Background: an optimization exercise with open tools, aiming at small area, a short achievable clock period and few clock cycles. Do not read the settings as production practice. Function was checked by simulation only, so behaviour that the tests miss may differ from the original. No activity file was given, so power comes from the tool's default toggle rates.

Setup of ember:
## mips
module mips(
    input         clk,
    input         reset,
    input  [31:0] i_inst_rdata,
    input  [31:0] m_data_rdata,
    output [31:0] i_inst_addr,
    output [31:0] m_data_addr,
    output [31:0] m_data_wdata,
    output [3:0]  m_data_byteen,
    output [31:0] m_inst_addr,
    output        w_grf_we,
    output [4:0]  w_grf_addr,
    output [31:0] w_grf_wdata,
    output [31:0] w_inst_addr
);
Size: about 1400 flip-flops, roughly 77000 sq um of cells after synthesis.
Settings: LEC_CHECK=0, CAP_MARGIN=20, CORE_MARGIN=2, CORE_UTILIZATION=40, CTS_CLUSTER_DIAMETER=100, CTS_CLUSTER_SIZE=20, PLACE_DENSITY=0.5, SLEW_MARGIN=20; clock period 90.0 ns.
standard.sh (not shown) runs the stock make flow with config.mk's settings and CLKGATE_MAP_FILE= SYNTH_SCRIPT=/design/flow/synth_recipe.tcl, a recipe that flattens the netlist after the stock synthesis.
==> flow/flow/run.sh <==
#!/bin/bash
# The standard layout (the standard.sh: unchanged synthesis and steps),
# with two changes to how the ports are driven:
#  - the buffers placed on the input and output ports are
#    sky130_fd_sc_hd__buf_2 cells instead of the cell buffer_ports picks on
#    its own (clkdlybuf4s50_1, a delay cell: twice the area, 0.5 ns slower);
#  - at the end of the resize step, the flip-flops that drive an output
#    port's buffer get a stronger output (upsize_outputs.tcl).
set -euo pipefail
here=$(cd "$(dirname "$0")" && pwd)
export BUFFER_PORTS_ARGS="-buffer_cell sky130_fd_sc_hd__buf_2"
export POST_RESIZE_TCL="$here/upsize_outputs.tcl"
bash standard.sh > standard.log 2>&1
==> flow/flow/upsize_outputs.tcl <==
# Sourced by ORFS at the end of the resize step (POST_RESIZE_TCL), before
# detailed placement: each plain flip-flop that drives an output port's
# buffer becomes the same flip-flop with a stronger output (dfxtp_4), so the
# register-to-output paths do not wait on a weak driver's slow edge.
set block [ord::get_db_block]
set n 0
foreach bterm [$block getBTerms] {
  if {[$bterm getIoType] ne "OUTPUT"} { continue }
  set net [$bterm getNet]
  if {$net eq "NULL"} { continue }
  set buf ""
  foreach it [$net getITerms] {
    if {[$it isOutputSignal]} { set buf [$it getInst] }
  }
  if {$buf eq ""} { continue }
  set innet ""
  foreach it [$buf getITerms] {
    if {[$it isInputSignal]} { set innet [$it getNet] }
  }
  if {$innet eq "" || $innet eq "NULL"} { continue }
  foreach it [$innet getITerms] {
    if {[$it isOutputSignal]} {
      set drv [$it getInst]
      if {[[$drv getMaster] getName] eq "sky130_fd_sc_hd__dfxtp_1"} {
        replace_cell [get_cells [$drv getName]] sky130_fd_sc_hd__dfxtp_4
        incr n
      }
    }
  }
}
puts "upsize_outputs: $n flip-flops upsized"
Testbench counts of ember, summed over its fixed seeds: cycles 29,485.
Edits applied to the flow inputs when going from ember to nickel:
-- flow/design.v --
<<< ember, line 212
    reg        ld_m;
    reg [1:0]  lt_m;
    reg [31:0] data_w, pc_w;
    reg [4:0]  dst_w;
>>> nickel, line 212
    reg        ld_m;
    reg [1:0]  lt_m;
    reg [1:0]  am_m;      
    reg [31:0] data_w, pc_w;
    reg [4:0]  dst_w;
<<< ember, line 317
                       op[0] ? rtv[15:8]  : rtv[7:0],
                       rtv[7:0]};
    wire [1:0]  am    = res_m[1:0];
    wire [7:0]  lbyte = am[1] ? (am[0] ? m_data_rdata[31:24] : m_data_rdata[23:16])
                              : (am[0] ? m_data_rdata[15:8]  : m_data_rdata[7:0]);
>>> nickel, line 318
                       op[0] ? rtv[15:8]  : rtv[7:0],
                       rtv[7:0]};
    wire [1:0]  am    = am_m;
    wire [7:0]  lbyte = am[1] ? (am[0] ? m_data_rdata[31:24] : m_data_rdata[23:16])
                              : (am[0] ? m_data_rdata[15:8]  : m_data_rdata[7:0]);
<<< ember, line 338
        pc_m  <= pc_x;
        lt_m  <= op[1:0];
        if (rst | ~go) begin
            dst_m <= 5'd0;
>>> nickel, line 339
        pc_m  <= pc_x;
        lt_m  <= op[1:0];
        if (go & i_load) am_m <= sum[1:0];
        if (rst | ~go) begin
            dst_m <= 5'd0;
==> comparison <==
nickel vs ember — post-DP HPWL dropped by a few percent. Compared with ember, nickel shows a higher synthesized-area fraction occupied by ao, oa, aoi and oai cells. Compare nickel and ember | total power lower: nickel. When the final numbers for nickel and ember were put side by side, the design area turned out to be greater in ember. nickel reports a higher top achievable clock speed than ember does. Between nickel and ember, it is nickel whose gate count of the mapped netlist is lower, by about 2.4%. Max met1 layer usage reported by global route across nickel and ember: ember. Multiplexer share of the synthesized area delta (ember -> nickel): insignificant. Core area of nickel falls short of that of ember slightly. Taking ember as the reference, in nickel worst setup slack moved up; worst hold slack across all endpoints moved down; count of clock buffers in the final design moved up; global-route usage moved down.
Testbench counts of nickel, summed over its fixed seeds: cycles 29,485.

[what the ideal ports hide]
In the flow no input, the clock included, has a driving cell. The finished layouts below were timed again as built, in two steps. Step 1 (the two cells are an assumption about what drives the block):
set clk [get_ports {clk}]
set_driving_cell -lib_cell sky130_fd_sc_hd__clkbuf_16 $clk
set_driving_cell -lib_cell sky130_fd_sc_hd__buf_2 [delete_from_list [all_inputs] $clk]
Step 2 times the ports against the registers' clock, not the clock port: input delays grow and output delays shrink by t, the midpoint of the rising clock arrivals with the driver on. a / b / c = ideal / step 1 / step 2; a / b = the first two.
run | shift t [ns] | setup slack, ns | worst setup path at the end | worst register clock-pin slew, ns
ember | 0.896 | 70.313 / 70.221 / 70.304 | input to register | 0.10 / 0.10
nickel | 0.859 | 70.512 / 70.426 / 70.418 | input to register | 0.10 / 0.10
After both steps every run listed still meets setup and hold. For nickel, which loses most, drivers alone change the setup slack by -0.086 ns; drivers and shift together by -0.094 ns.
